Background: an optimization exercise with open tools, aiming at small area. Do not read the settings as production practice. The RTL was checked by simulation tests, not by an equivalence proof against the original design. Power figures rest on the tool's default switching activity, not on a simulated workload.

==> inputs of job 4028 <==
## Top_FFT
module Top_FFT #(
    parameter   INTEGER_SIZE = 5,
                FRACT_SIZE = 10,
                NFFT = 64
) (
    input       wire                                             clk, rst,
    input       wire                                             start_FFT,
    input       wire    signed  [INTEGER_SIZE+FRACT_SIZE-1:0]    serial_in_r, serial_in_i,
    output      wire    signed  [INTEGER_SIZE+FRACT_SIZE-1:0]    serial_out_r, serial_out_i,
    output      wire                                             end_FFT, data_valid_FFT
);
wire [7:0] t;
Top_controller_fft CTRL (.clk(clk), .rst(rst), .start_FFT(start_FFT), .t(t),
                         .end_FFT(end_FFT), .data_valid(data_valid_FFT));
wire [7:0] q2 = t - 8'd34;
wire [7:0] q3 = t - 8'd52;
wire [7:0] q4 = t - 8'd63;
wire [7:0] q5 = t - 8'd69;
wire [7:0] q6 = t - 8'd73;
wire [7:0] p1 = t - 8'd33;
wire [7:0] p2 = t - 8'd51;
wire [7:0] p4 = t - 8'd68;
wire [7:0] p5 = t - 8'd72;
wire [14:0] s1o_r, s1o_i, s2i_r, s2i_i, s2o_r, s2o_i, s3i_r, s3i_i, s3o_r, s3o_i;
wire [14:0] s4i_r, s4i_i, s4o_r, s4o_i, s5i_r, s5i_i, s5o_r, s5o_i, s6i_r, s6i_i, s6o_r, s6o_i;
wire [14:0] a_r, a_i, b_r, b_i;
Butterfly #(.D(32)) ST1 (.clk(clk), .sel(t[5]), .in_r(serial_in_r), .in_i(serial_in_i), .out_r(s1o_r), .out_i(s1o_i));
delay_unit #(.W(30), .N(1)) R1A (.clk(clk), .d({s1o_r, s1o_i}), .q({a_r, a_i}));
Trivial_multiplier_fft M1 (.rot(p1[4] & p1[5]), .in_r(a_r), .in_i(a_i), .out_r(b_r), .out_i(b_i));
delay_unit #(.W(30), .N(1)) R1B (.clk(clk), .d({b_r, b_i}), .q({s2i_r, s2i_i}));
wire [14:0] c_r, c_i, d_r, d_i;
Butterfly #(.D(16)) ST2 (.clk(clk), .sel(q2[4]), .in_r(s2i_r), .in_i(s2i_i), .out_r(s2o_r), .out_i(s2o_i));
  ...
==> module Butterfly, before the edit <==
module Butterfly #(parameter D = 32) (
    input  wire        clk,
    input  wire        sel,
    input  wire [14:0] in_r, in_i,
    output wire [14:0] out_r, out_i
);
reg  [30*D-1:0] sr;
wire [14:0] f_r = sr[30*D-1 -: 15];
wire [14:0] f_i = sr[30*D-16 -: 15];
wire [14:0] sum_r, sum_i, diff_r, diff_i;
rca #(.W(15)) A_SR (.a(f_r), .b(in_r),  .ci(1'b0), .s(sum_r),  .co());
rca #(.W(15)) A_SI (.a(f_i), .b(in_i),  .ci(1'b0), .s(sum_i),  .co());
rca #(.W(15)) A_DR (.a(f_r), .b(~in_r), .ci(1'b1), .s(diff_r), .co());
rca #(.W(15)) A_DI (.a(f_i), .b(~in_i), .ci(1'b1), .s(diff_i), .co());
wire [29:0] fin = sel ? {diff_r, diff_i} : {in_r, in_i};
always @(posedge clk) begin
    if (D == 1) sr <= fin;
    else        sr <= {sr, fin};
end
assign out_r = sel ? sum_r : f_r;
assign out_i = sel ? sum_i : f_i;
endmodule
clock: 12.0 ns
lec_check: 0
cap_margin: 20
core_margin: 2
core_utilization: 60
cts_cluster_diameter: 100
cts_cluster_size: 30
place_density: 0.72
slew_margin: 20
run.sh (not shown) runs the stock make flow with config.mk's settings and CLKGATE_MAP_FILE= SYNTH_SCRIPT=/design/flow/synth_recipe.tcl, a recipe that flattens the netlist after the stock synthesis.
==> job 8177 (differences from job 4028) <==
--- a/flow/config.mk
+++ b/flow/config.mk
@@ -9,6 +9,3 @@
 export CORE_MARGIN = 2
-export CORE_UTILIZATION = 60
-export CTS_CLUSTER_DIAMETER = 100
-export CTS_CLUSTER_SIZE = 30
-export PLACE_DENSITY = 0.72
+export CORE_UTILIZATION = 40
 export SLEW_MARGIN = 20
==> job 6040 (differences from job 4028) <==
--- a/flow/design.v
+++ b/flow/design.v
@@ -28,4 +28,4 @@
 wire [14:0] sum_r, sum_i, diff_r, diff_i;
-rca #(.W(15)) A_SR (.a(f_r), .b(in_r),  .ci(1'b0), .s(sum_r),  .co());
-rca #(.W(15)) A_SI (.a(f_i), .b(in_i),  .ci(1'b0), .s(sum_i),  .co());
+rca #(.W(15)) A_SR (.a(f_r), .b(in_r & {15{sel}}), .ci(1'b0), .s(sum_r), .co());
+rca #(.W(15)) A_SI (.a(f_i), .b(in_i & {15{sel}}), .ci(1'b0), .s(sum_i), .co());
 rca #(.W(15)) A_DR (.a(f_r), .b(~in_r), .ci(1'b1), .s(diff_r), .co());
@@ -37,4 +37,4 @@
 end
-assign out_r = sel ? sum_r : f_r;
-assign out_i = sel ? sum_i : f_i;
+assign out_r = sum_r;
+assign out_i = sum_i;
 endmodule
--- a/flow/config.mk
+++ b/flow/config.mk
@@ -7,2 +7,3 @@
 export LEC_CHECK = 0
+export ABC_AREA = 1
 export CAP_MARGIN = 20
==> notes.md <==
Combinational power: job 6040 < job 8177 < job 4028.
In job 4028 the clock skew is lower than in job 8177, by 2.9 ps.
Synthesized cell count: job 8177 is higher than job 6040 (10%).
Design area: job 8177 > job 4028 > job 6040.
Of job 4028 and job 8177, job 4028 has the higher core utilization (gap 18 points).
Via count: job 4028 > job 8177 > job 6040.
The lowest clock power belongs to job 6040, the highest to job 8177.
Of job 6040 and job 4028, job 4028 has the higher first-iteration DRC count (gap 27%, measured against job 4028).
The highest register-to-register slack belongs to job 6040, the lowest to job 4028.
Sequential power is about the same in job 6040 and job 8177.
Hold slack, lowest first: job 4028, job 6040, job 8177.

========
==> inputs of job 410 <==
Top_FFT, a different RTL version from the one above (not shown whole).
==> flow/config.mk <==
export PLATFORM = sky130hd
export DESIGN_NAME = Top_FFT
export DESIGN_NICKNAME = Top_FFT
export VERILOG_FILES = /design/flow/design.v
export SDC_FILE = /design/flow/constraint.sdc
export NUM_CORES = 4
export LEC_CHECK = 0
export ABC_AREA = 1
export CAP_MARGIN = 20
export CORE_MARGIN = 2
export CORE_UTILIZATION = 60
export CTS_CLUSTER_DIAMETER = 100
export CTS_CLUSTER_SIZE = 30
export PLACE_DENSITY = 0.72
export SLEW_MARGIN = 20
export SYNTH_HIERARCHICAL = 1
export SYNTH_MINIMUM_KEEP_SIZE = 0
==> flow/constraint.sdc <==
create_clock -name core_clock -period 12.0 [get_ports {clk}]
set_input_delay 2.4000 -clock core_clock [delete_from_list [all_inputs] [get_ports {clk}]]
set_output_delay 2.4000 -clock core_clock [all_outputs]
set_load 0.01 [all_outputs]
==> job 7118 (differences from job 410) <==
--- a/flow/config.mk
+++ b/flow/config.mk
@@ -7,5 +7,5 @@
 export LEC_CHECK = 0
 export ABC_AREA = 1
-export CAP_MARGIN = 20
+export CAP_MARGIN = 5
 export CORE_MARGIN = 2
 export CORE_UTILIZATION = 60
@@ -13,5 +13,5 @@
 export CTS_CLUSTER_SIZE = 30
 export PLACE_DENSITY = 0.72
-export SLEW_MARGIN = 20
+export SLEW_MARGIN = 5
 export SYNTH_HIERARCHICAL = 1
 export SYNTH_MINIMUM_KEEP_SIZE = 0
==> job 8809 (differences from job 410) <==
--- a/flow/config.mk
+++ b/flow/config.mk
@@ -12,4 +12,5 @@
 export CTS_CLUSTER_DIAMETER = 100
 export CTS_CLUSTER_SIZE = 30
+export GPL_TIMING_DRIVEN = 0
 export PLACE_DENSITY = 0.72
 export SLEW_MARGIN = 20
==> notes.md <==
Clock buffer count in the final layout: job 7118 87; job 410 87; job 8809 86
Worst reg2reg path startpoint: job 7118 R5A.g_reg.sr[18]; job 410 R5A.g_reg.sr[18]; job 8809 CTRL.t[1]
Routed WL: job 7118 164 mm; job 410 164 mm; job 8809 197 mm
Combinational power: job 7118 7200 uW; job 410 7220 uW; job 8809 7610 uW
Hold path startpoint: job 7118 ST3.sr[74]; job 410 ST3.sr[14]; job 8809 ST2.sr[84]
Max stage delay on crit path: job 7118 520 ps; job 410 550 ps; job 8809 790 ps
Internal Dissipation: job 7118 12400 uW; job 410 12400 uW; job 8809 12600 uW
Placer Congestion: job 7118 0.978; job 410 0.978; job 8809 0.990
Area grow syn2layout: job 7118 5.65%; job 410 5.66%; job 8809 6.58%
Capture instance of the worst register-to-register path: job 7118 R5B.g_reg.sr[29]; job 410 R5B.g_reg.sr[14]; job 8809 R2B.g_reg.sr[29]
Worst hold-check slack: job 7118 282 ps; job 410 281 ps; job 8809 322 ps
Final clock-cell share: job 7118 0.0288; job 410 0.0288; job 8809 0.0280
Worst path bufs/invs: job 7118 1; job 410 1; job 8809 7
Pin count of the biggest net entering global routing: job 7118 92; job 410 92; job 8809 32
Area used by sequential logic in the layout: job 7118 41800 um2; job 410 41800 um2; job 8809 41800 um2
Met2 track utilization from global routing: job 7118 0.405; job 410 0.405; job 8809 0.484
Average vias per placed instance: job 7118 5.49; job 410 5.49; job 8809 5.54
Global Route Usage Sum: job 7118 0.259; job 410 0.259; job 8809 0.310
Setup slack after layout: job 7118 1920 ps; job 410 1920 ps; job 8809 574 ps
Run status: job 7118 finished clean; job 410 finished clean; job 8809 finished clean
Portion of the clock cycle consumed by the worst path in the final layout: job 7118 0.840; job 410 0.840; job 8809 0.952
Later-pin clock latency in the skew report: job 7118 750 ps; job 410 750 ps; job 8809 740 ps
Number of cells on the worst reg-to-reg path: job 7118 26; job 410 27; job 8809 29
Power after layout: job 7118 19100 uW; job 410 19200 uW; job 8809 19600 uW

[static timing again, ports no longer ideal]
No port has a modelled driver above. Below, the same layouts with a new extraction and two added sets of constraints. Step 1 (the two cells are an assumption about what drives the block):
set clk [get_ports {clk}]
set_driving_cell -lib_cell sky130_fd_sc_hd__clkbuf_16 $clk
set_driving_cell -lib_cell sky130_fd_sc_hd__buf_2 [delete_from_list [all_inputs] $clk]
Step 2 times the ports against the registers' clock, not the clock port: input delays grow and output delays shrink by t, the midpoint of the rising clock arrivals with the driver on. a / b / c = no drivers / after step 1 / after step 2; a / b = the first two.
| run | t (ns) | slack for setup (ns) | worst setup path after step 2 | latest minus earliest clock arrival (ns) | worst slew at a driven data input, ns |
|---|---|---|---|---|---|
| job 4028 | 0.835 | 1.321 / 1.321 / 1.321 | register to register | 0.107 / 0.108 | 0.10 |
| job 8177 | 0.912 | 1.462 / 1.462 / 1.462 | register to register | 0.117 / 0.117 | 0.13 |
| job 6040 | 0.819 | 1.606 / 1.606 / 1.606 | register to register | 0.087 / 0.087 | 0.18 |
| job 410 | 0.778 | 1.923 / 1.923 / 1.923 | register to register | 0.107 / 0.108 | 0.15 |
| job 7118 | 0.778 | 1.922 / 1.922 / 1.922 | register to register | 0.108 / 0.108 | 0.14 |
| job 8809 | 0.805 | 0.574 / 0.574 / 0.574 | register to register | 0.041 / 0.041 | 0.19 |
After both steps setup and hold are still met in every run listed.
